Background: an optimization exercise with open tools, aiming at small area and a short achievable clock period. Do not read the settings as production practice. Where RTL was checked, it was by simulation tests only, not by an equivalence proof against the original. Only the layout flow was run in runs 1 and 3 to 7; the RTL was not checked for function there. Power figures rest on the tool's default switching activity, not on a simulated workload.

File: flow/design.v
module CPU(clock,reset,MemData,MemOut,rd,wr,PC,IR,MBR,AC,MAR,SR);
input clock;
input reset;
input signed [15:0] MemData;
output reg signed [15:0] MemOut;
output reg [10:0] PC,MAR;
output reg signed [15:0] IR,MBR;
output signed [15:0] AC;
output reg wr,rd;
output [3:0] SR;    
reg [2:0] state;
reg signed [15:0] ACr;      
reg [3:0] SRr;
reg accSel;                 
wire [3:0] op = IR[15:12];
wire       m  = IR[11];
wire        dv   = (op == 4'h6);            
wire        sa   = ACr[15];
wire [15:0] absa = dv ? (sa ? -ACr : ACr) : 16'd0;
wire [15:0] d1   = m ? MemData : {5'b0, IR[10:0]};    
wire        cin1 = dv & ~d1[15];
wire [15:0] B1c  = d1 ^ {16{cin1}};
wire [17:0] d3   = {{2{d1[15]}}, d1} + {d1[15], d1, 1'b0};
wire [17:0] B3c  = d3 ^ {18{cin1}};
reg [15:0] B1r;
reg [17:0] B3r;
reg        cinr, d1s;
always @(posedge clock)
  if (state == 3'd3) begin
    B1r <= B1c; B3r <= B3c; cinr <= cin1; d1s <= d1[15];
  end
wire [0:0] x1 = absa[15];
wire [17:0] b4 = {2'b11, B1c};
wire [1:0] t2 = {1'b0, x1} + {1'b0, b4[0:0]} + {1'd0, cin1};
wire g3 = t2[1] & (&b4[17:1]);
wire c6 = dv ? g3 : ACr[15];
wire [0:0] r5 = c6 ? t2[0:0] : x1;
wire [1:0] x7 = {r5, absa[14]};
wire [17:0] b10 = {2'b11, B1c};
wire [2:0] t8 = {1'b0, x7} + {1'b0, b10[1:0]} + {2'd0, cin1};
wire g9 = t8[2] & (&b10[17:2]);
wire c12 = dv ? g9 : ACr[14];
wire [1:0] r11 = c12 ? t8[1:0] : x7;
wire [2:0] x13 = {r11, absa[13]};
wire [17:0] b16 = {2'b11, B1c};
wire [3:0] t14 = {1'b0, x13} + {1'b0, b16[2:0]} + {3'd0, cin1};
wire g15 = t14[3] & (&b16[17:3]);
wire c18 = dv ? g15 : ACr[13];
wire [2:0] r17 = c18 ? t14[2:0] : x13;
wire [3:0] x19 = {r17, absa[12]};
wire [17:0] b22 = {2'b11, B1c};
wire [4:0] t20 = {1'b0, x19} + {1'b0, b22[3:0]} + {4'd0, cin1};
wire g21 = t20[4] & (&b22[17:4]);
wire c24 = dv ? g21 : ACr[12];
wire [3:0] r23 = c24 ? t20[3:0] : x19;
wire [4:0] x25 = {r23, absa[11]};
wire [17:0] b28 = {2'b11, B1c};
wire [5:0] t26 = {1'b0, x25} + {1'b0, b28[4:0]} + {5'd0, cin1};
wire g27 = t26[5] & (&b28[17:5]);
wire c30 = dv ? g27 : ACr[11];
wire [4:0] r29 = c30 ? t26[4:0] : x25;
wire [5:0] x31 = {r29, absa[10]};
wire [17:0] b34 = {2'b11, B1c};
wire [6:0] t32 = {1'b0, x31} + {1'b0, b34[5:0]} + {6'd0, cin1};
wire g33 = t32[6] & (&b34[17:6]);
wire c36 = dv ? g33 : ACr[10];
wire [5:0] r35 = c36 ? t32[5:0] : x31;
reg [5:0] p1r, p1q;
reg [9:0] p1a;
always @(posedge clock) begin
  p1r <= r35;
  p1q <= {g3, g9, g15, g21, g27, g33};
  p1a <= absa[9:0];
end
wire [6:0] x37 = {p1r, p1a[9]};
wire [17:0] b40 = {2'b11, B1r};
wire [7:0] t38 = {1'b0, x37} + {1'b0, b40[6:0]} + {7'd0, cinr};
wire g39 = t38[7] & (&b40[17:7]);
wire c42 = dv ? g39 : ACr[9];
wire [6:0] r41 = c42 ? t38[6:0] : x37;
wire [7:0] x43 = {r41, p1a[8]};
wire [17:0] b46 = {2'b11, B1r};
wire [8:0] t44 = {1'b0, x43} + {1'b0, b46[7:0]} + {8'd0, cinr};
wire g45 = t44[8] & (&b46[17:8]);
wire c48 = dv ? g45 : ACr[8];
wire [7:0] r47 = c48 ? t44[7:0] : x43;
wire [8:0] x49 = {r47, p1a[7]};
wire [17:0] b52 = {2'b11, B1r};
wire [9:0] t50 = {1'b0, x49} + {1'b0, b52[8:0]} + {9'd0, cinr};
wire g51 = t50[9] & (&b52[17:9]);
wire c54 = dv ? g51 : ACr[7];
wire [8:0] r53 = c54 ? t50[8:0] : x49;
wire [9:0] x55 = {r53, p1a[6]};
wire [17:0] b58 = {2'b11, B1r};
wire [10:0] t56 = {1'b0, x55} + {1'b0, b58[9:0]} + {10'd0, cinr};
wire g57 = t56[10] & (&b58[17:10]);
wire c60 = dv ? g57 : ACr[6];
wire [9:0] r59 = c60 ? t56[9:0] : x55;
wire [10:0] x61 = {r59, p1a[5]};
wire [17:0] b64 = {2'b11, B1r};
wire [11:0] t62 = {1'b0, x61} + {1'b0, b64[10:0]} + {11'd0, cinr};
wire g63 = t62[11] & (&b64[17:11]);
wire c66 = dv ? g63 : ACr[5];
wire [10:0] r65 = c66 ? t62[10:0] : x61;
wire [11:0] x67 = {r65, p1a[4]};
wire [17:0] b70 = {2'b11, B1r};
wire [12:0] t68 = {1'b0, x67} + {1'b0, b70[11:0]} + {12'd0, cinr};
wire g69 = t68[12] & (&b70[17:12]);
wire c72 = dv ? g69 : ACr[4];
wire [11:0] r71 = c72 ? t68[11:0] : x67;
wire [12:0] x73 = {r71, p1a[3]};
wire [17:0] b76 = {2'b11, B1r};
wire [13:0] t74 = {1'b0, x73} + {1'b0, b76[12:0]} + {13'd0, cinr};
wire g75 = t74[13] & (&b76[17:13]);
wire c78 = dv ? g75 : ACr[3];
wire [12:0] r77 = c78 ? t74[12:0] : x73;
reg [12:0] p2r;
reg [12:0] p2q;
reg [2:0] p2a;
always @(posedge clock) begin
  p2r <= r77;
  p2q <= {p1q, g39, g45, g51, g57, g63, g69, g75};
  p2a <= p1a[2:0];
end
wire [13:0] x79 = {p2r, p2a[2]};
wire [17:0] b82 = {2'b11, B1r};
wire [14:0] t80 = {1'b0, x79} + {1'b0, b82[13:0]} + {14'd0, cinr};
wire g81 = t80[14] & (&b82[17:14]);
wire c84 = dv ? g81 : ACr[2];
wire [13:0] r83 = c84 ? t80[13:0] : x79;
wire [14:0] x85 = {r83, p2a[1]};
wire [17:0] b88 = {2'b11, B1r};
wire [15:0] t86 = {1'b0, x85} + {1'b0, b88[14:0]} + {15'd0, cinr};
wire g87 = t86[15] & (&b88[17:15]);
wire c90 = dv ? g87 : ACr[1];
wire [14:0] r89 = c90 ? t86[14:0] : x85;
wire [15:0] x91 = {r89, p2a[0]};
wire [17:0] b94 = {2'b11, B1r};
wire [16:0] t92 = {1'b0, x91} + {1'b0, b94[15:0]} + {16'd0, cinr};
wire g93 = t92[16] & (&b94[17:16]);
wire c96 = dv ? g93 : ACr[0];
wire [15:0] r95 = c96 ? t92[15:0] : x91;
wire [15:0] qu = {p2q, g81, g87, g93};
wire [15:0] prod = r95;             
wire        dz   = cinr & (&B1r);           
wire        negq = sa ^ d1s;
wire [15:0] lowor;
assign lowor[0] = 1'b0;
genvar gi;
generate
  for (gi = 1; gi < 16; gi = gi + 1) begin : lo
    assign lowor[gi] = |qu[gi-1:0];
  end
endgenerate
wire [15:0] quot  = dz ? 16'd0 : (qu ^ ({16{negq}} & lowor));
wire [15:0] res   = dv ? quot : prod;
wire        resz  = dv ? (dz | ~|qu) : ~|prod;
assign AC = accSel ? res : ACr;
assign SR = accSel ? {resz, res[15], 2'b00} : SRr;
wire        sub  = (op == 4'h4);
wire [15:0] bop  = MBR ^ {16{sub}};
wire [16:0] sum  = {1'b0,ACr} + {1'b0,bop} + {16'd0,sub};
wire        as_c = sum[16] ^ sub;                                   
wire        as_v = (ACr[15] == bop[15]) && (sum[15] != ACr[15]);    
wire        ld  = (op == 4'h1);
wire [15:0] acn = ld ? MBR : sum[15:0];
wire [1:0]  cv  = ld ? 2'b00 : {as_c, as_v};
always @(posedge clock) begin
  if (reset) begin
    PC <= 0; MAR <= 0; IR <= 0; MBR <= 0; ACr <= 0; MemOut <= 0; SRr <= 0;
    rd <= 1; wr <= 0;
    accSel <= 0;
    state <= 0;
  end else
  case (state)
  0: begin
    rd <= 1; wr <= 0;
    MAR <= PC;
    if (accSel) begin
      ACr <= res;
      SRr <= {resz, res[15], 2'b00};
    end
    accSel <= 0;
    state <= 1;
  end
  1: begin
    rd <= 1; wr <= 0;
    IR <= MemData;
    PC <= PC + 1'b1;
    state <= 2;
  end
  2: begin
    if (m) MAR <= IR[10:0];
    state <= 3;
  end
  3: begin
    state <= 4;
    case (op)
      4'h1, 4'h3, 4'h4, 4'h5, 4'h6: MBR <= d1;
      4'h2: begin MBR <= ACr; rd <= 0; wr <= 1; end
      4'h7: begin PC <= MAR; state <= 0; end
      4'h8: if (SRr[3]) begin PC <= MAR; state <= 0; end
      default: ;
    endcase
  end
  4: begin
    state <= 0;
    case (op)
      4'h1, 4'h3, 4'h4: begin ACr <= acn; SRr <= {acn == 16'd0, acn[15], cv}; end
      4'h2: MemOut <= MBR;
      4'h5, 4'h6: accSel <= 1'b1;
      default: ;
    endcase
  end
  default: state <= 0;
  endcase
end
endmodule
File: flow/flow/run.sh
#!/bin/bash
set -euo pipefail
MARGIN=$(python3 -c "print(round(${FLOW_PERIOD_NS} - 14, 3))")
bash standard.sh SETUP_SLACK_MARGIN=$MARGIN finish > standard_flow.log 2>&1
File: flow/standard.sh
#!/bin/bash
# synth_recipe.tcl (not shown) runs the flow's synth.tcl, then flattens the netlist and writes it again
# the make line also repeats each setting of config.mk as NAME=value (left out here)
make -C /OpenROAD-flow-scripts/flow DESIGN_CONFIG=/design/flow/config.mk WORK_HOME=/design/flow/orfs CLKGATE_MAP_FILE= SYNTH_SCRIPT=/design/flow/synth_recipe.tcl "${@:-finish}"
File: flow/config.mk
export PLATFORM = sky130hd
export DESIGN_NAME = CPU
export DESIGN_NICKNAME = CPU
export VERILOG_FILES = /design/flow/design.v
export SDC_FILE = /design/flow/constraint.sdc
export NUM_CORES = 4
export LEC_CHECK = 0
export ABC_AREA = 1
export CAP_MARGIN = 20
export CORE_MARGIN = 2
export CORE_UTILIZATION = 40
export SLEW_MARGIN = 20
File: flow/constraint.sdc
create_clock -name core_clock -period 32.0 [get_ports {clock}]
set_input_delay 6.4000 -clock core_clock [delete_from_list [all_inputs] [get_ports {clock}]]
set_output_delay 6.4000 -clock core_clock [all_outputs]
set_load 0.01 [all_outputs]
==> results of run 1 <==
what timing repair did:
| item | 4_1_cts | 5_1_grt |
|---|---|---|
| pin swaps | 24 | 89 |
| buffers inserted | 50 | 67 |
| gates cloned | 1 | 1 |
| endpoints found under the setup margin | 38 | 39 |
| gates resized for setup | 75 | 184 |
layout make-up:
cell class / count / area [µm²] / share of cell area [%]
clock buffer: 17 / 425 / 2.01
sequential: 165 / 3480 / 16.5
timing repair inverter: 1 / 5.00 / 0.0237
clock inverter: 15 / 166 / 0.787
tap: 539 / 674 / 3.19
antenna: 5 / 12.5 / 0.0592
timing repair buffer: 256 / 2330 / 11.0
inverter: 348 / 1340 / 6.35
multi-input combinational: 2109 / 12700 / 60.1
how the worst max path moves through the flow:
stage	start	endpoint	cells past startpoint
6_report	MemData[15]	p1r[1]$_DFF_P_	65
5_1_grt	MemData[15]	p1r[1]$_DFF_P_	65
4_1_cts	MemData[15]	p1r[1]$_DFF_P_	66
3_5_place_dp	MemData[15]	p1r[1]$_DFF_P_	64
3_3_place_gp	MemData[15]	p1r[1]$_DFF_P_	64
2_1_floorplan	MemData[15]	p1r[1]$_DFF_P_	63
registers in the layout (all words and copies together), names as in the netlist, 3 cells and up:
| signal | flops |
|---|---|
| p1q | 6 |
| p1a | 10 |
| p1r | 6 |
| PC | 11 |
| B1r | 16 |
| SRr | 4 |
| MAR | 11 |
| p2a | 3 |
| IR | 16 |
| ACr | 16 |
| p2q | 13 |
| MemOut | 16 |
| p2r | 13 |
| MBR | 16 |
| state | 3 |
kinds of logic after synthesis:
family / Yosys count / synth area share, %
AO/OA/AOI/OAI: 470 / 15.5
adder cells (fa/ha/maj): 166 / 13.4
flip-flops: 165 / 20.5
AND/OR/NAND/NOR: 1354 / 34.3
XOR/XNOR: 118 / 6.53
buffers and inverters: 422 / 9.71
cell usage in the layout (no fill, tap or decap), types with 20 or more instances in the layout:
master	n
nand2_2	53
dfxtp_1	147
xnor2_1	39
nand3_1	230
a31oi_1	23
ha_1	122
o211ai_1	20
and2_1	23
nor3_1	32
nand2_1	725
nand3_2	20
clkdlybuf4s50_1	89
buf_4	134
fa_1	21
o21ai_0	149
a21oi_1	177
nor2_1	164
inv_1	315
xor2_1	64
routing by layer:
layer	vias to the layer above	routed length, µm	global-route usage, %
met4	6	2220	9.64
met3	140	3310	3.96
li1	9226	-	-
met1	8614	26400	34.4
met5	-	41	0
met2	588	30100	48.6
where the power goes:
part,total (µW),internal [µW],switching [µW]
Sequential,231,219,12.1
Combinational,289,111,178
Clock,215,117,98.1
Total,735,447,289
stage by stage:
| step | total power (µW) | util [%] |
|---|---|---|
| finish | 735 | 50.4 |
| global route | 779 | 50.4 |
| CTS | 713 | 47.6 |
| detailed placement | 487 | 44.4 |
| global placement | 486 | 44.4 |
| floorplan | 413 | - |
==> flow_metrics.tcl, run 1 <==
set metrics [dict create \
    slew_viol_final 0 \
    drt_iter0_markers 1208 \
    rows 75 \
    crit_top_cell "nand2_2" \
    regToRegEndpoint "p2r[11]$_DFF_P_" \
    fin_nets 3082 \
    cts-buffers-inserted 17 \
    first_pass_iters 6 \
    cpLargestDelayFamily "simple AND/OR/NAND/NOR gates" \
    die_h_um 210 \
    root_buffer "clkbuf_16" \
    totalWireLength_mm 62.1 \
    max-slew-margin-rel_pct 26.2 \
    finalSetupTns_ps 0 \
    synth.most_common_cell "nand2_1" \
    io_buffers 109 \
    die_area_um2 44100 \
    ys_top_cells_by_area "dfxtp_1 17%, nand2_1 17%, ha_1 10%, inv_1 7.4%, nand3_1 7.2%" \
    p_per_area_nw_per_um2 34.8 \
    status "finished clean" \
    viasPerCell 5.38 \
    worstSetupEndpointType "register" \
    finalClockSkew_ps 19.3 \
    drv_cap 0 \
    ff2ff_path_depth 85 \
    rr_startpoint "B1r[0]$_DFFE_PP_" \
    synth_area_per_cell_um2 6.30 \
    dpl-instance-area_um2 18600 \
    yosysTopAreaCell "dfxtp_1" \
    synth-seq-area-share_pct 20.5 \
    start_util_pct 40.5 \
    netlist_instances 2695 \
    place.gp.congestion 0.910 \
    required_ps 32400 \
    drive_above_1_share_pct 14.6 \
    yosys-top-cells-count "781 x nand2_1, 336 x inv_1, 243 x nand3_1, 190 x a21oi_1, 173 x nor2_1" \
    hpwl_mm 47.1 \
    layout_worst_path_cycle_share_pct 43.5 \
    grt_pass1_wl_mm 95.8 \
    grt-ovfl-total 0 \
    stdcell_count 3455 \
    drc 0 \
    cts_htree_levels 4 \
    fin_crit_ps 13920 \
    setup_slack_ps 18080 \
    cp.buffers_inverters 11 \
    clkTransAtPathRegs_ps 70 \
    yosysWarnings 1 \
    coreArea_um2 41900 \
    synth_ff_type "dfxtp_1" \
    clock_latency_ps 460 \
    clock_sinks 165 \
    clockBufferDepth 2 \
    setup_viol 0 \
    mappedNetlistArea_um2 17000 \
    drtAntennaViolNets 0 \
    wl_per_cell_um 18.0 \
    nFillCells 4278 \
    power_leakage_uw 0.0106 \
    min-delay-start "p1q[5]$_DFF_P_" \
    area_delta_synth_final_pct 24.5 \
    final_hold_viol_count 0 \
    grt_max_degree 66 \
    startpoint_type "input port" \
    vias 18574 \
    min_path_cells 0 \
    post-place-ws_ps 15810 \
    antenna_found_initial 7 \
    cp_slowest_stage_delay_ps 380 \
    grt_pass1_vias 17721 \
    pin_count 110 \
    synth_cell_types 64 \
    hold_end "p2q[12]$_DFF_P_" \
    worst_slew_pin_slew_ps 1110 \
    rrSetupSlack_ps 19030 \
    synth_edf_count 18 \
    grt_usage_pct 27.6 \
    netlist.area_leader.share_pct 17.3 \
    chipWidth_um 210 \
    critPathKind "in -> reg" \
    critPathArrivalTime_ps 14320 \
    async_flop_share_pct 0 \
    synth_nets 2879 \
    place_inst 3299 \
    final_cell_area_um2 21100 \
    worst_ir_drop_vdd_v 0.0000384 \
    cp_max_fo 8 \
    cts_tree "done" \
    fmaxAchievable_mhz 71.8 \
    cpMaxStageDelayCell "fa_2" \
    synth-seq-cells 165 \
    rsz0062_at_grt "yes" \
    holdWs_ps 329 \
    min_path_type "reg -> reg" \
    hold_buffers 0 \
]
==> run 2, diff against run 1 <==
--- a/flow/design.v
+++ b/flow/design.v
@@ -60,18 +60,18 @@
 wire c30 = dv ? g27 : ACr[11];
 wire [4:0] r29 = c30 ? t26[4:0] : x25;
-wire [5:0] x31 = {r29, absa[10]};
-wire [17:0] b34 = {2'b11, B1c};
-wire [6:0] t32 = {1'b0, x31} + {1'b0, b34[5:0]} + {6'd0, cin1};
+reg [4:0] p1r, p1q;
+reg [10:0] p1a;
+always @(posedge clock) begin
+  p1r <= r29;
+  p1q <= {g3, g9, g15, g21, g27};
+  p1a <= absa[10:0];
+end
+wire [5:0] x31 = {p1r, p1a[10]};
+wire [17:0] b34 = {2'b11, B1r};
+wire [6:0] t32 = {1'b0, x31} + {1'b0, b34[5:0]} + {6'd0, cinr};
 wire g33 = t32[6] & (&b34[17:6]);
 wire c36 = dv ? g33 : ACr[10];
 wire [5:0] r35 = c36 ? t32[5:0] : x31;
-reg [5:0] p1r, p1q;
-reg [9:0] p1a;
-always @(posedge clock) begin
-  p1r <= r35;
-  p1q <= {g3, g9, g15, g21, g27, g33};
-  p1a <= absa[9:0];
-end
-wire [6:0] x37 = {p1r, p1a[9]};
+wire [6:0] x37 = {r35, p1a[9]};
 wire [17:0] b40 = {2'b11, B1r};
 wire [7:0] t38 = {1'b0, x37} + {1'b0, b40[6:0]} + {7'd0, cinr};
@@ -120,5 +120,5 @@
 always @(posedge clock) begin
   p2r <= r77;
-  p2q <= {p1q, g39, g45, g51, g57, g63, g69, g75};
+  p2q <= {p1q, g33, g39, g45, g51, g57, g63, g69, g75};
   p2a <= p1a[2:0];
 end
==> run 2 against run 1 <==
Compared with the run above: synthesized cell count fell by 0.41%; sequential share of layout area rose by 0.21 points; largest cell class unchanged; register-to-register slack got worse by 700 ps; non-clock buffer count fell by 46; still clean on timing, DRC and antenna; worst hold slack barely moved; clock-buffer cell count rose by 5; first-iteration DRC count rose by 6.1%; critical endpoint is now p2r[11]$_DFF_P_; critical path depth rose by 29; core utilization fell by 0.69 points.
==> flow_metrics.tcl, run 2 <==
set metrics [dict create \
    drc 0 \
    io_buffers 109 \
    synth-seq-area-share_pct 20.5 \
    fin_crit_ps 13670 \
    stdcell_count 3400 \
    layout_commonest_cell "nand2_1" \
    place_inst 3292 \
    startpoint_type "register" \
    holdWs_ps 329 \
    yosys-top-cells-count "781 x nand2_1, 330 x inv_1, 241 x nand3_1, 183 x a21oi_1, 178 x nor2_1" \
    synth_edf_count 18 \
    power_leakage_uw 0.0101 \
    async_flop_share_pct 0 \
    mappedNetlistArea_um2 16900 \
    synth_cell_types 54 \
    drive_above_1_share_pct 12.3 \
    antenna_found_initial 0 \
    rows 75 \
    die_area_um2 43800 \
    cts_tree "done" \
    cpLargestDelayFamily "simple AND/OR/NAND/NOR gates" \
    synth_ff_type "dfxtp_1" \
    synth_area_per_cell_um2 6.28 \
    finalSetupTns_ps 0 \
    cp_max_fo 8 \
    fin_nets 3033 \
    rrSetupSlack_ps 18330 \
    hpwl_mm 45.7 \
    clock_latency_ps 450 \
    cp.buffers_inverters 19 \
    first_pass_iters 6 \
    grt_max_degree 69 \
    dpl-instance-area_um2 18600 \
    viasPerCell 5.42 \
    die_h_um 209 \
    worst_slew_pin_slew_ps 1090 \
    cp_slowest_stage_delay_ps 440 \
    worstSetupEndpointType "register" \
    final_hold_viol_count 0 \
    drv_cap 0 \
    final_cell_mix "749 x nand2_1, 319 x inv_1, 228 x nand3_1" \
    totalWireLength_mm 60.9 \
    hold_buffers 0 \
    wl_per_cell_um 17.9 \
    yosysTopAreaCell "nand2_1" \
    chipWidth_um 209 \
    yosysWarnings 1 \
    cpMaxStageDelayCell "fa_1" \
    ys_top_cells_by_area "nand2_1 17%, dfxtp_1 17%, ha_1 10%, inv_1 7.3%, nand3_1 7.2%" \
    place.gp.congestion 0.929 \
    grt_pass1_vias 17520 \
    drt_iter0_markers 1282 \
    p_per_area_nw_per_um2 34.5 \
    rsz0062_at_grt "yes" \
    slew_viol_final 0 \
    crit_top_cell "nand2_1" \
    critPathKind "reg -> reg" \
    critPathArrivalTime_ps 14020 \
    required_ps 32350 \
    grt_pass1_wl_mm 93.8 \
    final_cell_area_um2 20800 \
    grt-ovfl-total 0 \
    clockBufferDepth 2 \
    root_buffer "clkbuf_16" \
    min_path_type "reg -> reg" \
    setup_viol 0 \
    clkTransAtPathRegs_ps 70 \
    synth-seq-cells 164 \
    area_delta_synth_final_pct 23.1 \
    synth.most_common_cell "nand2_1" \
    finalClockSkew_ps 13.0 \
    cts-buffers-inserted 17 \
    grt_usage_pct 27.0 \
    max-slew-margin-rel_pct 27.0 \
    drtAntennaViolNets 0 \
    vias 18444 \
    finalPower_uw 716 \
    coreArea_um2 41800 \
    fmaxAchievable_mhz 73.1 \
    start_util_pct 40.4 \
    cts_htree_levels 4 \
    netlist.area_leader.share_pct 17.4 \
    synth_nets 2869 \
    num_antenna_cells 0 \
    pin_count 110 \
    netlist_instances 2684 \
    status "finished clean" \
    layout_worst_path_cycle_share_pct 42.7 \
    worst_ir_drop_vdd_v 0.0000336 \
    clock_sinks 164 \
]
run 2: cells by family after synthesis:
kind of cell    synth area share [%]
buf+inv                         9.34
xor+xnor                        6.61
simple gates                    34.2
compound gates                  15.7
fa+ha+maj                       13.6
flops                           20.5
run 2: final timing paths:
kind | from | end | cells past startpoint
max | cinr$_DFFE_PP_ | p2r[11]$_DFF_P_ | 94
min | p1a[2]$_SDFF_PN0_ | p2a[2]$_DFF_P_ | 0
max reg2reg | cinr$_DFFE_PP_ | p2r[11]$_DFF_P_ | 94
min reg2reg | p1a[2]$_SDFF_PN0_ | p2a[2]$_DFF_P_ | 0
run 2: power by group:
part	switching, µW	total (µW)	internal [µW]
clock	97.9	210	112
combinational	172	276	104
sequential	11.5	229	218
run 2: through the flow:
step	utilization (%)	setup WS, ps
2_1_floorplan	-	18690
3_3_place_gp	44.5	16070
3_5_place_dp	44.5	15590
4_1_cts	46.9	18020
5_1_grt	49.7	17340
6_report	49.7	18330
run 2: area by class of cell:
cell class              count  area [µm²]
fillers                  4304       21000
repair inverters            4        28.8
inverters                 338        1300
flip-flops and latches    164        3460
multi-input cells        2113       12800
clock inverters            10        86.3
well taps                 539         674
repair buffers            210        1920
clock buffers              22         495
run 2: worst reg2reg max path: cells and delay by family, from the launching register on:
kind	cells	cell delay, ps
buffers and inverters	19	2000
AOI/OAI and AO/OA	24	3480
DFF	1	420
and+or+nand+nor	41	4700
adders and majority gates	9	2820
xor gates and xnor gates	1	150
run 2: metal layers:
layer	wire length (µm)	track usage (%)	share of wire (%)	vias to the layer above
li1	-	-	-	9149
met1	26000	34.3	43	8585
met2	29300	47.1	48	601
met3	3550	3.40	5.8	109
met4	2010	9.75	3.3	0
met5	0	0	0	-
run 2: repair_timing:
action / 4_1_cts / 5_1_grt
gates resized for setup: 64 / 170
gates cloned: 3 / 5
hold endpoints to repair: 0 / 0
endpoints found under the setup margin: 32 / 32
buffers inserted: 22 / 46
pin swaps: 3 / 32
==> run 3, diff against run 2 <==
--- a/flow/design.v
+++ b/flow/design.v
@@ -17,5 +17,13 @@
 wire        dv   = (op == 4'h6);            
 wire        sa   = ACr[15];
-wire [15:0] absa = dv ? (sa ? -ACr : ACr) : 16'd0;
+wire [15:0] lorA;
+assign lorA[0] = 1'b0;
+genvar ga;
+generate
+  for (ga = 1; ga < 16; ga = ga + 1) begin : la
+    assign lorA[ga] = |ACr[ga-1:0];
+  end
+endgenerate
+wire [15:0] absa = {16{dv}} & (ACr ^ ({16{sa}} & lorA));
 wire [15:0] d1   = m ? MemData : {5'b0, IR[10:0]};    
 wire        cin1 = dv & ~d1[15];
@@ -61,11 +69,9 @@
 wire [4:0] r29 = c30 ? t26[4:0] : x25;
 reg [4:0] p1r, p1q;
-reg [10:0] p1a;
 always @(posedge clock) begin
   p1r <= r29;
   p1q <= {g3, g9, g15, g21, g27};
-  p1a <= absa[10:0];
 end
-wire [5:0] x31 = {p1r, p1a[10]};
+wire [5:0] x31 = {p1r, absa[10]};
 wire [17:0] b34 = {2'b11, B1r};
 wire [6:0] t32 = {1'b0, x31} + {1'b0, b34[5:0]} + {6'd0, cinr};
@@ -73,5 +79,5 @@
 wire c36 = dv ? g33 : ACr[10];
 wire [5:0] r35 = c36 ? t32[5:0] : x31;
-wire [6:0] x37 = {r35, p1a[9]};
+wire [6:0] x37 = {r35, absa[9]};
 wire [17:0] b40 = {2'b11, B1r};
 wire [7:0] t38 = {1'b0, x37} + {1'b0, b40[6:0]} + {7'd0, cinr};
@@ -79,5 +85,5 @@
 wire c42 = dv ? g39 : ACr[9];
 wire [6:0] r41 = c42 ? t38[6:0] : x37;
-wire [7:0] x43 = {r41, p1a[8]};
+wire [7:0] x43 = {r41, absa[8]};
 wire [17:0] b46 = {2'b11, B1r};
 wire [8:0] t44 = {1'b0, x43} + {1'b0, b46[7:0]} + {8'd0, cinr};
@@ -85,5 +91,5 @@
 wire c48 = dv ? g45 : ACr[8];
 wire [7:0] r47 = c48 ? t44[7:0] : x43;
-wire [8:0] x49 = {r47, p1a[7]};
+wire [8:0] x49 = {r47, absa[7]};
 wire [17:0] b52 = {2'b11, B1r};
 wire [9:0] t50 = {1'b0, x49} + {1'b0, b52[8:0]} + {9'd0, cinr};
@@ -91,5 +97,5 @@
 wire c54 = dv ? g51 : ACr[7];
 wire [8:0] r53 = c54 ? t50[8:0] : x49;
-wire [9:0] x55 = {r53, p1a[6]};
+wire [9:0] x55 = {r53, absa[6]};
 wire [17:0] b58 = {2'b11, B1r};
 wire [10:0] t56 = {1'b0, x55} + {1'b0, b58[9:0]} + {10'd0, cinr};
@@ -97,5 +103,5 @@
 wire c60 = dv ? g57 : ACr[6];
 wire [9:0] r59 = c60 ? t56[9:0] : x55;
-wire [10:0] x61 = {r59, p1a[5]};
+wire [10:0] x61 = {r59, absa[5]};
 wire [17:0] b64 = {2'b11, B1r};
 wire [11:0] t62 = {1'b0, x61} + {1'b0, b64[10:0]} + {11'd0, cinr};
@@ -103,5 +109,5 @@
 wire c66 = dv ? g63 : ACr[5];
 wire [10:0] r65 = c66 ? t62[10:0] : x61;
-wire [11:0] x67 = {r65, p1a[4]};
+wire [11:0] x67 = {r65, absa[4]};
 wire [17:0] b70 = {2'b11, B1r};
 wire [12:0] t68 = {1'b0, x67} + {1'b0, b70[11:0]} + {12'd0, cinr};
@@ -109,5 +115,5 @@
 wire c72 = dv ? g69 : ACr[4];
 wire [11:0] r71 = c72 ? t68[11:0] : x67;
-wire [12:0] x73 = {r71, p1a[3]};
+wire [12:0] x73 = {r71, absa[3]};
 wire [17:0] b76 = {2'b11, B1r};
 wire [13:0] t74 = {1'b0, x73} + {1'b0, b76[12:0]} + {13'd0, cinr};
@@ -117,11 +123,9 @@
 reg [12:0] p2r;
 reg [12:0] p2q;
-reg [2:0] p2a;
 always @(posedge clock) begin
   p2r <= r77;
   p2q <= {p1q, g33, g39, g45, g51, g57, g63, g69, g75};
-  p2a <= p1a[2:0];
 end
-wire [13:0] x79 = {p2r, p2a[2]};
+wire [13:0] x79 = {p2r, absa[2]};
 wire [17:0] b82 = {2'b11, B1r};
 wire [14:0] t80 = {1'b0, x79} + {1'b0, b82[13:0]} + {14'd0, cinr};
@@ -129,5 +133,5 @@
 wire c84 = dv ? g81 : ACr[2];
 wire [13:0] r83 = c84 ? t80[13:0] : x79;
-wire [14:0] x85 = {r83, p2a[1]};
+wire [14:0] x85 = {r83, absa[1]};
 wire [17:0] b88 = {2'b11, B1r};
 wire [15:0] t86 = {1'b0, x85} + {1'b0, b88[14:0]} + {15'd0, cinr};
@@ -135,5 +139,5 @@
 wire c90 = dv ? g87 : ACr[1];
 wire [14:0] r89 = c90 ? t86[14:0] : x85;
-wire [15:0] x91 = {r89, p2a[0]};
+wire [15:0] x91 = {r89, absa[0]};
 wire [17:0] b94 = {2'b11, B1r};
 wire [16:0] t92 = {1'b0, x91} + {1'b0, b94[15:0]} + {16'd0, cinr};
==> flow/flow/run.sh (replaced) <==
#!/bin/bash
set -euo pipefail
MARGIN=$(python3 -c "print(round(${FLOW_PERIOD_NS} - 14, 3))")
bash standard.sh SETUP_SLACK_MARGIN=$MARGIN "BUFFER_PORTS_ARGS=-buffer_cell sky130_fd_sc_hd__buf_1" finish > standard_flow.log 2>&1
==> run 3 against run 2 <==
Compared with the run above: register-to-register slack lost 120 ps; combinational power grew 99%; non-clock buffer count grew 47; critical endpoint is now SR[3]; highest routed layer unchanged.
==> flow_metrics.tcl, run 3 <==
set metrics [dict create \
    final_cell_area_um2 21000 \
    layout_worst_path_cycle_share_pct 43.2 \
    p_per_area_nw_per_um2 46.9 \
    fin_nets 3074 \
    drc 0 \
    critPathKind "reg -> out" \
    area_delta_synth_final_pct 27.5 \
    final_cell_mix "730 x nand2_1, 287 x inv_1, 214 x nand3_1" \
    grt-ovfl-total 0 \
    synth_mux_area_share_pct 0.0608 \
    synth_cell_types 57 \
    startpoint_type "register" \
    coreArea_um2 40700 \
    rr_startpoint "ACr[1]$_SDFFE_PP0P_" \
    mappedNetlistArea_um2 16500 \
    setup_viol 0 \
    synth-seq-cells 150 \
    synth_edf_count 18 \
    die_h_um 207 \
    die_area_um2 42800 \
    pin_count 110 \
    critPathArrivalTime_ps 7430 \
    min_path_type "reg -> reg" \
    min_path_cells 0 \
    clkTransAtPathRegs_ps 70 \
    stdcell_count 3435 \
    cts_htree_levels 4 \
    rrSetupSlack_ps 18210 \
    rsz0062_at_grt "yes" \
    cp_max_fo 9 \
    use_met2_pct 47.1 \
    rows 74 \
    grt_use_met3_pct 4.30 \
    vias 19048 \
    status "finished clean" \
    min-delay-start "p1q[4]$_DFF_P_" \
    fin_crit_ps 13830 \
    met1_usage_pct 37.0 \
    hpwl_mm 44.2 \
    worst_slew_pin_slew_ps 1080 \
    clockBufferDepth 2 \
    final_hold_viol_count 0 \
    cp_slowest_stage_delay_ps 360 \
    dpl-instance-area_um2 17500 \
    yosysTopAreaCell "nand2_1" \
    yosys-top-cells-count "797 x nand2_1, 323 x inv_1, 248 x nand3_1, 185 x a21oi_1, 182 x o21ai_0" \
    place.gp.congestion 0.912 \
    hold_end "p2q[12]$_DFF_P_" \
    clock_sinks 150 \
    num_antenna_cells 0 \
    synth.most_common_cell "nand2_1" \
    grt_pass1_wl_mm 95.7 \
    yosysWarnings 1 \
    io_buffers 109 \
    grt_max_degree 71 \
    synth_nets 2854 \
    nFillCells 4115 \
    worst_ir_drop_vdd_v 0.0000279 \
    synth_area_per_cell_um2 6.17 \
    top_usage_layer "met2" \
    ys_top_cells_by_area "nand2_1 18%, dfxtp_1 16%, ha_1 11%, nand3_1 7.5%, inv_1 7.4%" \
    required_ps 25600 \
    cpMaxStageDelayCell "fa_2" \
    slew_viol_final 0 \
    max-slew-margin-rel_pct 27.9 \
    cts_tree "done" \
    crit_top_cell "nand2_1" \
    synth-seq-area-share_pct 19.3 \
    chipWidth_um 207 \
    viasPerCell 5.55 \
    totalWireLength_mm 62.7 \
    first_pass_iters 6 \
    final-seq-area_um2 3210 \
    synth_compound_area_share_pct 16.1 \
    drt_iter0_markers 1616 \
    async_flop_share_pct 0 \
    netlist_instances 2670 \
    drtAntennaViolNets 0 \
    wl_per_cell_um 18.3 \
    layout_commonest_cell "nand2_1" \
    grt_pass1_vias 17835 \
    place_inst 3267 \
    multiInputGateArea_um2 13500 \
    synth_top_family_by_area "simple AND/OR/NAND/NOR gates" \
    start_util_pct 40.4 \
    regToRegEndpoint "p2r[7]$_DFF_P_" \
    ff2ff_path_depth 95 \
    drive_above_1_share_pct 18.3 \
    cts-buffers-inserted 17 \
    power_leakage_uw 0.0100 \
    grt_usage_pct 28.5 \
    finalSetupTns_ps 0 \
    clock_latency_ps 450 \
    worstSetupEndpointType "output pin" \
    synth_ff_type "dfxtp_1" \
    synth-simple-area-share_pct 35.0 \
    drv_cap 0 \
    root_buffer "clkbuf_16" \
    antenna_found_initial 0 \
    synth_xor_area_share_pct 6.27 \
    fmaxAchievable_mhz 72.3 \
    netlist.area_leader.share_pct 18.2 \
    synth_fa_ha_area_share_pct 13.8 \
    finalClockSkew_ps 19.2 \
]
-- run 3: cell type report --
cell class | count | share of cell area [%]
sequential | 150 | 15.3
tap | 532 | 3.17
timing repair inverter | 6 | 0.209
multi-input combinational | 2125 | 64.2
timing repair buffer | 257 | 7.79
clock buffer | 19 | 2.27
clock inverter | 13 | 0.697
inverter | 333 | 6.35
-- run 3: how the worst max path moves through the flow --
stage	start	endpoint	cells after the start
3_5_place_dp	IR[13]$_SDFFE_PP0P_	p2r[2]$_DFF_P_	97
2_1_floorplan	ACr[0]$_SDFFE_PP0P_	p2r[1]$_DFF_P_	107
4_1_cts	ACr[0]$_SDFFE_PP0P_	p2r[1]$_DFF_P_	103
5_1_grt	ACr[1]$_SDFFE_PP0P_	p2r[7]$_DFF_P_	101
3_3_place_gp	IR[13]$_SDFFE_PP0P_	p2r[2]$_DFF_P_	97
6_report	IR[15]$_SDFFE_PP0P_	SR[3]	49
-- run 3: logic make-up after synthesis --
kind of cell,Yosys count
and+or+nand+nor,1354
AOI/OAI and AO/OA,479
buffers and inverters,403
adders and majority gates,166
DFF,150
xor gates and xnor gates,117
muxes,1
-- run 3: repair_timing --
item	4_1_cts	5_1_grt
gates cloned	14	1
gates resized for setup	152	266
setup endpoints to repair	33	31
setup buffers	72	49
pin swaps	33	125
hold buffers	0	0
-- run 3: worst max-delay path, delay by kind of cell, from the launching register on --
kind	cells	cell delay [ps]
buf+inv	11	1180
flops	1	350
compound gates	8	1340
simple gates	26	2910
fa+ha+maj	4	1220
-- run 3: metrics by stage --
step                hold slack, ps  setup slack [ps]  utilization (%)  total power, µW
finish                         323             18170             51.5              985
global route                   332             17460             51.5             1050
CTS                            326             17990             47.7              907
detailed placement             312             14740             43.0              637
global placement               311             15360             43.0              633
floorplan                      310             18000                -              529
-- run 3: where the power goes --
group          internal, µW  switching (µW)
registers               204            15.7
logic                   219             329
clock network           121            97.8
total                   543             443
-- run 3: metal layers --
layer	wire length [µm]	share of wire [%]
met1	26500	42
met2	29100	46
met3	4470	7.1
met4	2630	4.2
met5	0	0
==> run 4, diff against run 3 <==
--- a/flow/config.mk
+++ b/flow/config.mk
@@ -9,4 +9,5 @@
 export CAP_MARGIN = 20
 export CORE_MARGIN = 2
-export CORE_UTILIZATION = 40
+export CORE_UTILIZATION = 65
+export PLACE_DENSITY = 0.75
 export SLEW_MARGIN = 20
==> run 4 against run 3 <==
Compared with the run above: die area shrank 38%; maximum frequency shrank 3.7%; first-iteration DRC count grew 55%; power shrank 1.5%; critical path depth grew 49; sequential cell count is the same; global-route usage grew 14 points; clock-buffer cell count shrank 2; non-clock buffer count shrank 3; final cell count shrank 6.0%; clock power shrank 4%; critical path type is now reg -> reg; critical endpoint is now p2r[4]$_DFF_P_; largest power group unchanged.
==> flow_metrics.tcl, run 4 <==
set metrics [dict create \
    status "finished clean" \
    synth-seq-area-share_pct 19.3 \
    netlist.area_leader.share_pct 18.2 \
    synth_compound_area_share_pct 16.1 \
    viasPerCell 6.31 \
    drive_above_1_share_pct 18.4 \
    worst_ir_drop_vdd_v 0.0000387 \
    synth_edf_count 18 \
    rrSetupSlack_ps 17640 \
    final_cell_mix "718 x nand2_1, 286 x inv_1, 216 x nand3_1" \
    worstSetupEndpointType "register" \
    drt_iter0_markers 2510 \
    critPathArrivalTime_ps 14710 \
    die_h_um 163 \
    crit_top_cell "nand2_2" \
    finalClockSkew_ps 19.7 \
    cp_slowest_stage_delay_ps 380 \
    pin_count 110 \
    area_delta_synth_final_pct 25.4 \
    totalWireLength_mm 63.0 \
    synth-seq-cells 150 \
    mappedNetlistArea_um2 16500 \
    power_leakage_uw 0.0100 \
    cts_htree_levels 4 \
    synth_nets 2854 \
    max-slew-margin-rel_pct 39.4 \
    final_hold_viol_count 0 \
    synth_fa_ha_area_share_pct 13.8 \
    layout_worst_path_cycle_share_pct 44.9 \
    rsz0062_at_grt "yes" \
    min_path_type "reg -> reg" \
    fmaxAchievable_mhz 69.6 \
    worst_slew_pin_slew_ps 908 \
    synth_top_family_by_area "simple AND/OR/NAND/NOR gates" \
    layout_commonest_cell "nand2_1" \
    holdWs_ps 313 \
    min-delay-start "p1q[1]$_DFF_P_" \
    slew_viol_final 0 \
    finalSetupTns_ps 0 \
    async_flop_share_pct 0 \
    fin_util_pct 82.5 \
    drc 0 \
    nFillCells 1643 \
    post-place-ws_ps 14980 \
    ys_top_cells_by_area "nand2_1 18%, dfxtp_1 16%, ha_1 11%, nand3_1 7.5%, inv_1 7.4%" \
    cts_tree "done" \
    synth_area_per_cell_um2 6.17 \
    root_buffer "clkbuf_16" \
    synth_ff_type "dfxtp_1" \
    clock_latency_ps 450 \
    drtAntennaViolNets 0 \
    grt_max_degree 71 \
    antenna_found_initial 1 \
    yosys-top-cells-count "797 x nand2_1, 323 x inv_1, 248 x nand3_1, 185 x a21oi_1, 182 x o21ai_0" \
    fin_crit_ps 14360 \
    hpwl_mm 40.1 \
    synth.most_common_cell "nand2_1" \
    netlist_instances 2670 \
    chipWidth_um 163 \
    cts-buffers-inserted 17 \
    setup_viol 0 \
    vias 20376 \
    die_area_um2 26600 \
    synth_xor_area_share_pct 6.27 \
    start_util_pct 65.8 \
    cp_max_fo 8 \
    coreArea_um2 25000 \
    grt_usage_pct 42.5 \
    grt-ovfl-total 0 \
    clockBufferDepth 2 \
    wl_per_cell_um 19.5 \
    clock_sinks 150 \
    critPathKind "reg -> reg" \
    yosysWarnings 1 \
    synth_cell_types 57 \
    place_inst 3065 \
    place.gp.congestion 0.984 \
    setup_slack_ps 17640 \
    fin_nets 3068 \
    first_pass_iters 10 \
    io_buffers 109 \
    rows 58 \
    cpMaxStageDelayCell "fa_2" \
    grt_pass1_wl_mm 90.1 \
    yosysTopAreaCell "nand2_1" \
    drv_cap 0 \
    startpoint_type "register" \
    grt_pass1_vias 18029 \
    required_ps 32350 \
    p_per_area_nw_per_um2 47.0 \
    rr_startpoint "ACr[1]$_SDFFE_PP0P_" \
    clkTransAtPathRegs_ps 80 \
    crit_start "ACr[1]$_SDFFE_PP0P_" \
    stdcell_count 3228 \
    synth_mux_area_share_pct 0.0608 \
    synth-simple-area-share_pct 35.0 \
]
run 4: cell counts after synthesis:
Identical to the previous run, type by type.
run 4: worst paths after layout:
check                   end  cells after the start
max          p2r[4]$_DFF_P_                     98
min          p2q[9]$_DFF_P_                      0
max reg2reg  p2r[4]$_DFF_P_                     98
min reg2reg  p2q[9]$_DFF_P_                      0
run 4: kinds of logic (layout without fill, tap and decap cells):
group                      count (synthesis)  count (layout)
muxes                                      1               1
AOI/OAI and AO/OA                        479             479
DFF                                      150             150
other                                      0               1
xor gates and xnor gates                 117             117
buffers and inverters                    403             623
and+or+nand+nor                         1354            1361
adders and majority gates                166             166
run 4: timing repair:
item                                    4_1_cts  5_1_grt
setup buffers                                58       60
hold buffers                                  0        0
endpoints found under the setup margin       32       35
gates cloned                                  8        4
pin swaps                                    27      132
gates resized for setup                     122      307
run 4: worst max-delay path: cells and delay by family, from the launching register on:
family          cells  cell delay (ps)
compound gates     28             4140
xor+xnor            2              540
fa+ha+maj           9             2660
buf+inv            17             2090
flops               1              370
simple gates       42             4390
run 4: metrics by stage:
stage | cell area, µm² | power (µW)
final | 20600 | 971
after global routing | 20600 | 1020
after detailed placement | 17300 | 626
after global placement | 17300 | 619
after floorplan | 16500 | 529
after CTS | 18800 | 854
run 4: area by class of cell:
type	count	area [µm²]	area share (%)
inverters	333	1330	6.45
multi-input cells	2124	13500	65.4
diodes	1	2.50	0.0121
flip-flops and latches	150	3210	15.5
repair buffers	254	1600	7.73
well taps	330	413	2.00
repair inverters	4	30.0	0.145
clock buffers	17	425	2.06
clock inverters	15	131	0.636
run 4: layer usage:
| layer | GRT usage (%) | routed length (µm) | vias to the layer above |
|---|---|---|---|
| met1 | 52.1 | 22900 | 9256 |
| met2 | 69.3 | 27600 | 1406 |
| met5 | 0 | 0 | - |
| li1 | - | - | 9230 |
| met3 | 7.75 | 6960 | 484 |
| met4 | 25.6 | 5560 | 0 |
run 4: report_power, final:
part | switching, µW | internal (µW) | leakage (µW) | total (µW)
clock network | 106 | 103 | 0.000273 | 209
registers | 16.1 | 204 | 0.00125 | 220
logic | 334 | 208 | 0.00850 | 542
==> run 5, diff against run 4 <==
==> flow/flow/run.sh (replaced) <==
#!/bin/bash
set -euo pipefail
MARGIN=$(python3 -c "print(round(${FLOW_PERIOD_NS} - 15, 3))")
bash standard.sh SETUP_SLACK_MARGIN=$MARGIN "BUFFER_PORTS_ARGS=-buffer_cell sky130_fd_sc_hd__buf_1" finish > standard_flow.log 2>&1
--- a/flow/config.mk
+++ b/flow/config.mk
@@ -9,5 +9,4 @@
 export CAP_MARGIN = 20
 export CORE_MARGIN = 2
-export CORE_UTILIZATION = 65
-export PLACE_DENSITY = 0.75
+export CORE_UTILIZATION = 40
 export SLEW_MARGIN = 20
==> run 5 against run 4 <==
Compared with the run above: maximum frequency shrank 0.77%; synthesized cell count is the same; combinational power shrank 13%; clock skew shrank 5.8 ps; sequential power is essentially flat; global-route usage shrank 15 points; first-iteration DRC count shrank 40%; sequential cell count is the same; non-clock buffer count shrank 56; clock power grew 5%; largest cell class unchanged.
==> flow_metrics.tcl, run 5 <==
set metrics [dict create \
    p_int_uw 494 \
    final_cell_mix "773 x nand2_1, 307 x inv_1, 236 x nand3_1" \
    synth.most_common_cell "nand2_1" \
    drive_above_1_share_pct 11.3 \
    netlist.area_leader.share_pct 18.2 \
    finalPower_uw 907 \
    swShare_pct 45.6 \
    critPathArrivalTime_ps 8070 \
    power_leakage_uw 0.00959 \
    hpwl_mm 43.7 \
    worst_ir_drop_vdd_v 0.0000445 \
    worstSetupEndpointType "output pin" \
    synth-seq-cells 150 \
    clkTransAtPathRegs_ps 70 \
    wl_per_cell_um 17.7 \
    cp_max_fo 20 \
    drt_iter0_markers 1503 \
    rows 74 \
    clock_latency_ps 450 \
    yosysWarnings 1 \
    cp.buffers_inverters 11 \
    totalWireLength_mm 59.7 \
    grt-ovfl-total 0 \
    slew_viol_final 0 \
    viasPerCell 5.46 \
    synth_edf_count 18 \
    synth_ff_type "dfxtp_1" \
    cp_slowest_stage_delay_ps 420 \
    grt_usage_pct 27.3 \
    layout_worst_path_cycle_share_pct 45.2 \
    async_flop_share_pct 0 \
    drc 0 \
    root_buffer "clkbuf_16" \
    cts_htree_levels 4 \
    synth_area_per_cell_um2 6.17 \
    ys_top_cells_by_area "nand2_1 18%, dfxtp_1 16%, ha_1 11%, nand3_1 7.5%, inv_1 7.4%" \
    startpoint_type "register" \
    synth_nets 2854 \
    rsz0062_at_grt "yes" \
    fin_crit_ps 14470 \
    drv_cap 0 \
    max-slew-margin-rel_pct 44.2 \
    finalClockSkew_ps 13.9 \
    drtAntennaViolNets 0 \
    pwr-share-seq_pct 24.1 \
    grt_pass1_wl_mm 92.1 \
    status "finished clean" \
    multiInputGateArea_um2 12700 \
    die_h_um 207 \
    clock_sinks 150 \
    crit_top_cell "nand2_1" \
    nFillCells 4206 \
    mappedNetlistArea_um2 16500 \
    io_buffers 109 \
    synth_cell_types 57 \
    required_ps 25600 \
    clockBufferDepth 2 \
    worst_slew_pin_slew_ps 835 \
    cpLargestDelayFamily "simple AND/OR/NAND/NOR gates" \
    critPathKind "reg -> out" \
    setup_viol 0 \
    synth-seq-area-share_pct 19.3 \
    coreArea_um2 40700 \
    chipWidth_um 207 \
    pwr-share-comb_pct 51.7 \
    fmaxAchievable_mhz 69.1 \
    final_cell_area_um2 19600 \
    grt_pass1_vias 17353 \
    final-seq-area_um2 3190 \
    netlist_instances 2670 \
    num_antenna_cells 0 \
    antenna_found_initial 0 \
    p_per_area_nw_per_um2 46.3 \
    final_hold_viol_count 0 \
    min_path_type "reg -> reg" \
    finalSetupTns_ps 0 \
    cpMaxStageDelayCell "fa_1" \
    clockPowerShare_pct 24.2 \
    grt_max_degree 71 \
    dpl-instance-area_um2 17500 \
    vias 18410 \
    yosys-top-cells-count "797 x nand2_1, 323 x inv_1, 248 x nand3_1, 185 x a21oi_1, 182 x o21ai_0" \
    cts-buffers-inserted 17 \
    fin_nets 3010 \
    layout_commonest_cell "nand2_1" \
    start_util_pct 40.4 \
    die_area_um2 42800 \
    power.switching_uw 414 \
    area_delta_synth_final_pct 19.0 \
    cts_tree "done" \
    place.gp.congestion 0.937 \
    yosysTopAreaCell "nand2_1" \
    pin_count 110 \
    first_pass_iters 8 \
]
## run 5: cell counts after synthesis
No cell type changed its count.
## run 5: area by class of cell
cell class / instances / share of cell area (%)
multi-input cells: 2123 / 64.7
flip-flops and latches: 150 / 16.3
inverters: 333 / 6.70
repair buffers: 198 / 5.65
well taps: 532 / 3.40
clock buffers: 19 / 2.37
clock inverters: 13 / 0.773
repair inverters: 3 / 0.115
## run 5: layer usage
metal,GRT usage [%],routed length [µm]
met4,11.7,2530
met2,44.5,27100
met5,0,0
met3,4.07,3680
met1,36.0,26500
## run 5: power groups by stage
| stage | combinational (µW) | sequential, µW | clock (µW) |
|---|---|---|---|
| final | 470 | 219 | 219 |
| after global routing | 526 | 220 | 228 |
| after CTS | 423 | 218 | 220 |
| after detailed placement | 411 | 222 | 0 |
| after global placement | 408 | 222 | 0 |
| after floorplan | 308 | 220 | 0 |
## run 5: through the flow
stage	hold slack, ps	util (%)	worst slack (ps)	std cells
floorplan	310	-	17030	2670
global placement	316	43.0	15000	3271
detailed placement	314	43.0	14170	3271
CTS	331	45.4	16990	3327
global route	344	48.1	16780	3371
finish	332	48.1	17530	3371
## run 5: worst reg2reg max path: cells and delay by family (launching register included)
kind	cells	cell delay [ps]
compound gates	17	2250
flops	1	380
fa+ha+maj	9	2620
buf+inv	23	2290
simple gates	56	6440
## run 5: final timing paths
path,from,endpoint,slack (ps),cells after the start
setup reg to reg,ACr[0]$_SDFFE_PP0P_,p2r[3]$_DFF_P_,17880,105
setup / recovery,IR[13]$_SDFFE_PP0P_,SR[3],17530,49
hold reg to reg,p1q[3]$_DFF_P_,p2q[11]$_DFF_P_,330,0
hold / removal,p1q[3]$_DFF_P_,p2q[11]$_DFF_P_,330,0
## run 5: repair_timing
item | CTS | global route
resized for setup | 57 | 161
hold buffers | 0 | 0
setup endpoints to repair | 32 | 31
pin swaps | 6 | 38
cloned | 3 | 6
buffers inserted | 21 | 38
## run 5: kinds of logic (layout without fill, tap and decap cells)
group | Yosys count | in the layout | synth area share, %
and+or+nand+nor | 1354 | 1360 | 35.0
xor gates and xnor gates | 117 | 117 | 6.27
muxes | 1 | 1 | 0.0608
buffers and inverters | 403 | 566 | 9.39
AOI/OAI and AO/OA | 479 | 479 | 16.1
DFF | 150 | 150 | 19.3
adders and majority gates | 166 | 166 | 13.8
==> run 6, diff against run 5 <==
==> flow/flow/run.sh (replaced) <==
#!/bin/bash
set -euo pipefail
MARGIN=$(python3 -c "print(round(${FLOW_PERIOD_NS} - 16, 3))")
bash standard.sh SETUP_SLACK_MARGIN=$MARGIN "BUFFER_PORTS_ARGS=-buffer_cell sky130_fd_sc_hd__buf_1" finish > standard_flow.log 2>&1
==> run 6 against run 5 <==
Compared with the run above: critical path type unchanged; still clean on timing, DRC and antenna; final cell count fell by 0.95%; core utilization fell by 2.2 points; synthesized cell count did not move.
==> flow_metrics.tcl, run 6 <==
set metrics [dict create \
    die_area_um2 42800 \
    dpl-instance-area_um2 17500 \
    hpwl_mm 44.0 \
    grt_max_degree 71 \
    final_cell_mix "792 x nand2_1, 314 x inv_1, 246 x nand3_1" \
    synth.most_common_cell "nand2_1" \
    final_cell_area_um2 18700 \
    drive_above_1_share_pct 6.84 \
    fin_crit_ps 15210 \
    grt_pass1_vias 17058 \
    p_int_uw 459 \
    required_ps 25600 \
    synth_nets 2854 \
    pin_count 110 \
    slew_viol_final 0 \
    place.gp.congestion 0.925 \
    setup_viol 0 \
    totalWireLength_mm 57.9 \
    vias 18211 \
    min_path_type "reg -> reg" \
    finalClockSkew_ps 20.1 \
    max-slew-margin-rel_pct 40.6 \
    layout_worst_path_cycle_share_pct 47.5 \
    status "finished clean" \
    cpMaxStageDelayCell "nor2_1" \
    cp_slowest_stage_delay_ps 440 \
    clockBufferDepth 2 \
    drv_cap 0 \
    pwr-share-comb_pct 51.1 \
    power_leakage_uw 0.00936 \
    drt_iter0_markers 1546 \
    power.switching_uw 396 \
    layout_commonest_cell "nand2_1" \
    drc 0 \
    yosysWarnings 1 \
    fmaxAchievable_mhz 65.7 \
    ys_top_cells_by_area "nand2_1 18%, dfxtp_1 16%, ha_1 11%, nand3_1 7.5%, inv_1 7.4%" \
    worst_slew_pin_slew_ps 882 \
    first_pass_iters 6 \
    synth-seq-cells 150 \
    rrSetupSlack_ps 17070 \
    viasPerCell 5.45 \
    worstSetupEndpointType "output pin" \
    num_antenna_cells 0 \
    cts_tree "done" \
    grt-ovfl-total 0 \
    final_hold_viol_count 0 \
    place_inst 3271 \
    swShare_pct 46.3 \
    chipWidth_um 207 \
    synth_edf_count 18 \
    clkTransAtPathRegs_ps 80 \
    clockPowerShare_pct 23.4 \
    io_buffers 109 \
    crit_top_cell "nand2_1" \
    grt_pass1_wl_mm 91.2 \
    area_delta_synth_final_pct 13.5 \
    start_util_pct 40.4 \
    coreArea_um2 40700 \
    finalSetupTns_ps 0 \
    yosysTopAreaCell "nand2_1" \
    cp_max_fo 36 \
    rsz0062_at_grt "yes" \
    yosys-top-cells-count "797 x nand2_1, 323 x inv_1, 248 x nand3_1, 185 x a21oi_1, 182 x o21ai_0" \
    cts_htree_levels 4 \
    drtAntennaViolNets 0 \
    synth_cell_types 57 \
    mappedNetlistArea_um2 16500 \
    wl_per_cell_um 17.3 \
    worst_ir_drop_vdd_v 0.0000402 \
    clock_sinks 150 \
    netlist.area_leader.share_pct 18.2 \
    setup_slack_ps 16790 \
    startpoint_type "register" \
    stdcell_count 3339 \
    rows 74 \
    post-place-ws_ps 14150 \
    async_flop_share_pct 0 \
    netlist_instances 2670 \
    critPathKind "reg -> out" \
    holdWs_ps 327 \
    die_h_um 207 \
    fin_nets 2978 \
    synth_area_per_cell_um2 6.17 \
    grt_usage_pct 27.1 \
    antenna_found_initial 0 \
    clock_latency_ps 450 \
    synth-seq-area-share_pct 19.3 \
    pwr-share-seq_pct 25.5 \
    critPathArrivalTime_ps 8810 \
    cts-buffers-inserted 17 \
    p_per_area_nw_per_um2 45.8 \
    synth_ff_type "dfxtp_1" \
    root_buffer "clkbuf_16" \
]
-- run 6: cell types whose count changed in the layout (fill, tap and decap cells not counted), sizes merged --
cell      previous run  this run
buf                197       170
clkinvlp             7         8
clkinv               7         8
nand2              805       802
clkbuf              20        19
nand3              250       248
bufinv               1         0
-- run 6: layout make-up --
type	count	area (µm²)
clock inverter	14	130
timing repair inverter	3	18.8
inverter	333	1310
timing repair buffer	171	897
tap	532	666
fill	4314	22100
sequential	150	3190
clock buffer	18	429
multi-input combinational	2118	12000
-- run 6: power by group through the flow --
stage	combinational, µW	clock (µW)	sequential, µW
detailed placement	412	0	222
CTS	416	203	218
global placement	409	0	222
global route	494	211	220
finish	437	200	218
floorplan	308	0	220
-- run 6: cell families (layout without fill, tap and decap cells) --
family	Yosys count	after routing	synth area share (%)
AND/OR/NAND/NOR	1354	1355	35.0
adder cells (fa/ha/maj)	166	166	13.8
buffers and inverters	403	539	9.39
flip-flops	150	150	19.3
AO/OA/AOI/OAI	479	479	16.1
multiplexers	1	1	0.0608
XOR/XNOR	117	117	6.27
-- run 6: what timing repair did --
item,in CTS,in global routing
hold buffers,0,0
endpoints found under the hold margin,0,0
buffers inserted,6,26
gates cloned,0,4
pin swaps,0,7
resized for setup,23,68
setup endpoints to repair,31,31
-- run 6: metal layers --
metal | global-route usage [%] | vias to the layer above | routed length [µm]
li1 | - | 9055 | -
met1 | 35.8 | 8372 | 25600
met2 | 45.0 | 674 | 26600
met3 | 3.75 | 110 | 3730
met4 | 9.63 | 0 | 1930
met5 | 0 | - | 0
-- run 6: path summary, 6_finish.rpt --
check | startpoint | endpoint | depth (start not counted)
worst max-delay path | IR[13]$_SDFFE_PP0P_ | AC[12] | 48
worst max register to register | ACr[0]$_SDFFE_PP0P_ | p2r[2]$_DFF_P_ | 105
worst min-delay path | p1q[3]$_DFF_P_ | p2q[11]$_DFF_P_ | 0
worst min register to register | p1q[3]$_DFF_P_ | p2q[11]$_DFF_P_ | 0
-- run 6: critical path: cells and delay by family (launching register included) --
kind | cells | cell delay, ps
simple gates | 33 | 4910
fa+ha+maj | 4 | 1180
buf+inv | 8 | 1000
compound gates | 3 | 800
flops | 1 | 400
-- run 6: stage by stage --
stage,utilization (%),total power (µW)
5_1_grt,45.9,924
2_1_floorplan,-,528
3_3_place_gp,42.9,631
3_5_place_dp,42.9,635
6_report,45.9,855
4_1_cts,44.6,838
==> run 7, diff against run 6 <==
--- a/flow/design.v
+++ b/flow/design.v
@@ -31,11 +31,8 @@
 wire [17:0] d3   = {{2{d1[15]}}, d1} + {d1[15], d1, 1'b0};
 wire [17:0] B3c  = d3 ^ {18{cin1}};
-reg [15:0] B1r;
-reg [17:0] B3r;
-reg        cinr, d1s;
-always @(posedge clock)
-  if (state == 3'd3) begin
-    B1r <= B1c; B3r <= B3c; cinr <= cin1; d1s <= d1[15];
-  end
+wire        d1s  = MBR[15];
+wire        cinr = dv & ~d1s;
+wire [15:0] B1r  = MBR ^ {16{cinr}};
+wire [17:0] B3r  = 18'd0;    
 wire [0:0] x1 = absa[15];
 wire [17:0] b4 = {2'b11, B1c};
==> flow/flow/run.sh (replaced) <==
#!/bin/bash
set -euo pipefail
MARGIN=$(python3 -c "print(round(${FLOW_PERIOD_NS} - 14, 3))")
bash standard.sh SETUP_SLACK_MARGIN=$MARGIN "BUFFER_PORTS_ARGS=-buffer_cell sky130_fd_sc_hd__buf_1" finish > standard_flow.log 2>&1
==> run 7 against run 6 <==
Compared with the run above: critical endpoint is now p2r[0]$_DFF_P_; maximum frequency rose by 6.8%; sequential power fell by 13%; global-route usage increased by 1.4 points; via count is 1.8% higher; sequential cell count fell by 18.
==> flow_metrics.tcl, run 7 <==
set metrics [dict create \
    ys_top_cells_by_area "nand2_1 17%, dfxtp_1 16%, ha_1 10%, inv_1 6.9%, nand3_1 6.5%" \
    post-place-ws_ps 14490 \
    io_buffers 109 \
    fin_nets 2995 \
    finalPower_uw 737 \
    antenna_found_initial 0 \
    synth_cell_types 65 \
    max-slew-margin-rel_pct 26.9 \
    synth-seq-area-share_pct 16.3 \
    drv_cap 0 \
    first_pass_iters 5 \
    grt_pass1_wl_mm 94.0 \
    critPathKind "reg -> reg" \
    required_ps 32340 \
    startpoint_type "register" \
    synth-seq-cells 132 \
    drive_above_1_share_pct 23.5 \
    yosys-top-cells-count "721 x nand2_1, 297 x inv_1, 210 x nand3_1, 178 x a21oi_1, 152 x o21ai_0" \
    fin_crit_ps 14240 \
    grt_use_met3_pct 4.62 \
    fmaxAchievable_mhz 70.2 \
    clkTransAtPathRegs_ps 60 \
    finalSetupTns_ps 0 \
    vias 18546 \
    drc 0 \
    area_delta_synth_final_pct 29.5 \
    async_flop_share_pct 0 \
    hpwl_mm 44.5 \
    grt_usage_pct 28.5 \
    cp_slowest_stage_delay_ps 440 \
    final_hold_viol_count 0 \
    finalClockSkew_ps 10.9 \
    min_path_type "reg -> reg" \
    layout_worst_path_cycle_share_pct 44.5 \
    cp_max_fo 7 \
    cp.buffers_inverters 14 \
    synth_edf_count 0 \
    clock_sinks 132 \
    yosysWarnings 1 \
    place.gp.congestion 0.940 \
    worst_slew_pin_slew_ps 1100 \
    cpMaxStageDelayCell "fa_2" \
    worstSetupEndpointType "register" \
    critPathArrivalTime_ps 14570 \
    layout_commonest_cell "nand2_1" \
    met1_usage_pct 34.9 \
    chipWidth_um 206 \
    drtAntennaViolNets 0 \
    final_cell_mix "639 x nand2_1, 267 x inv_1, 184 x nand3_1" \
    cts_htree_levels 4 \
    use_met2_pct 48.7 \
    grt_pass1_vias 17359 \
    netlist_instances 2601 \
    power_leakage_uw 0.0101 \
    nFillCells 3890 \
    cts-buffers-inserted 17 \
    holdWs_ps 329 \
    clock_latency_ps 450 \
    coreArea_um2 39900 \
    die_h_um 206 \
    setup_slack_ps 17760 \
    wl_per_cell_um 18.7 \
    crit_top_cell "nand2_2" \
    top_usage_layer "met2" \
    start_util_pct 40.7 \
    grt_max_degree 67 \
    viasPerCell 5.52 \
    totalWireLength_mm 63.0 \
    cpLargestDelayFamily "simple AND/OR/NAND/NOR gates" \
    synth_area_per_cell_um2 6.25 \
    synth_ff_type "dfxtp_1" \
    netlist.area_leader.share_pct 16.7 \
    rows 73 \
    rsz0062_at_grt "yes" \
    slew_viol_final 0 \
    grt-ovfl-total 0 \
    mappedNetlistArea_um2 16200 \
    drt_iter0_markers 1210 \
    status "finished clean" \
    pin_count 110 \
    yosysTopAreaCell "nand2_1" \
    p_per_area_nw_per_um2 35.0 \
    root_buffer "clkbuf_16" \
    die_area_um2 42200 \
    synth.most_common_cell "nand2_1" \
    synth_nets 2770 \
    setup_viol 0 \
    clockBufferDepth 2 \
    cts_tree "done" \
    num_antenna_cells 0 \
    rrSetupSlack_ps 17760 \
    worst_ir_drop_vdd_v 0.0000347 \
]
-- run 7: cell types whose count changed in the layout (fill, tap and decap cells not counted), moves of 40 or more --
cell	delta
inv_1	-47
nand3_1	-62
ha_4	+44
nand3_2	+40
buf_4	+74
nand2_2	+89
nand2_1	-153
ha_1	-51
-- run 7: timing repair --
action	CTS	global route
resized for setup	184	270
setup endpoints to repair	33	32
pin swaps	45	114
setup buffers	77	74
gates cloned	7	0
hold buffers	0	0
-- run 7: path summary, 6_finish.rpt --
check                           cells after the start           startpoint        endpoint
worst min register to register                      0       p1q[0]$_DFF_P_  p2q[8]$_DFF_P_
worst max-delay path                              115  ACr[1]$_SDFFE_PP0P_  p2r[0]$_DFF_P_
worst max register to register                    115  ACr[1]$_SDFFE_PP0P_  p2r[0]$_DFF_P_
worst min-delay path                                0       p1q[0]$_DFF_P_  p2q[8]$_DFF_P_
-- run 7: logic make-up after synthesis --
logic type	synth area share, %
AOI/OAI and AO/OA	17.8
adders and majority gates	12.4
buffers and inverters	10.2
DFF	16.3
xor gates and xnor gates	7.43
and+or+nand+nor	36.0
-- run 7: cell type report --
type	instances	area [µm²]	area share, %
sequential	132	2700	12.8
clock buffer	20	437	2.08
tap	525	657	3.12
inverter	324	1300	6.19
timing repair inverter	3	26.3	0.125
timing repair buffer	283	2030	9.63
clock inverter	10	126	0.601
multi-input combinational	2065	13800	65.4
-- run 7: through the flow --
step	cell area [µm²]	instances	utilization, %
2_1_floorplan	16300	2601	-
3_3_place_gp	17100	3174	42.8
3_5_place_dp	17100	3174	42.8
4_1_cts	19300	3288	48.4
5_1_grt	21000	3362	52.7
6_report	21000	3362	52.7
-- run 7: power breakdown --
group / switching [µW] / internal, µW / leakage [µW]
combinational: 217 / 134 / 0.00878
clock: 80.7 / 115 / 0.000264
sequential: 14.9 / 175 / 0.00109
total: 313 / 424 / 0.0101
-- run 7: worst reg2reg max path: cells and delay by family (launching register included) --
family / cells / cell delay (ps)
AND/OR/NAND/NOR: 68 / 6530
AO/OA/AOI/OAI: 25 / 3540
adder cells (fa/ha/maj): 8 / 2300
buffers and inverters: 14 / 1350
flip-flops: 1 / 370
-- run 7: layer usage --
layer,part of all wire (%),vias to the layer above
met5,0,-
met4,5.4,0
met3,6.0,195
met2,48,664
met1,41,8652
li1,-,9035

port drivers added, routing unchanged:
In the flow no input, the clock included, has a driving cell. The finished layouts below were timed again as built, in two steps. Step 1: set_driving_cell puts a clkbuf_16 on clock and a buf_2 on each other input, an assumption about the parent block. Step 2 times the ports against the registers' clock, not the clock port: input delays grow and output delays shrink by t, the midpoint of the rising clock arrivals with the driver on. Slacks: ideal / step 1 / step 2; pairs: ideal / step 1.
| run | t (ns) | slack for setup (ns) | clock arrival spread, ns | worst slew at a driven data input, ns |
|---|---|---|---|---|
| run 1 | 0.507 | 18.076 / 18.094 / 17.587 | 0.019 / 0.020 | 0.07 |
| run 2 | 0.498 | 18.328 / 18.286 / 18.215 | 0.013 / 0.013 | 0.05 |
| run 3 | 0.494 | 18.171 / 18.117 / 18.214 | 0.020 / 0.020 | 0.04 |
| run 4 | 0.494 | 17.638 / 17.638 / 17.638 | 0.021 / 0.021 | 0.05 |
| run 5 | 0.498 | 17.527 / 17.473 / 17.876 | 0.014 / 0.013 | 0.04 |
| run 6 | 0.497 | 16.788 / 16.732 / 17.075 | 0.023 / 0.023 | 0.05 |
| run 7 | 0.496 | 17.762 / 17.762 / 17.762 | 0.011 / 0.011 | 0.05 |
After both steps setup and hold are still met in every run listed. For run 1, which loses most, drivers alone change the setup slack by +0.018 ns; drivers and shift together by -0.489 ns.
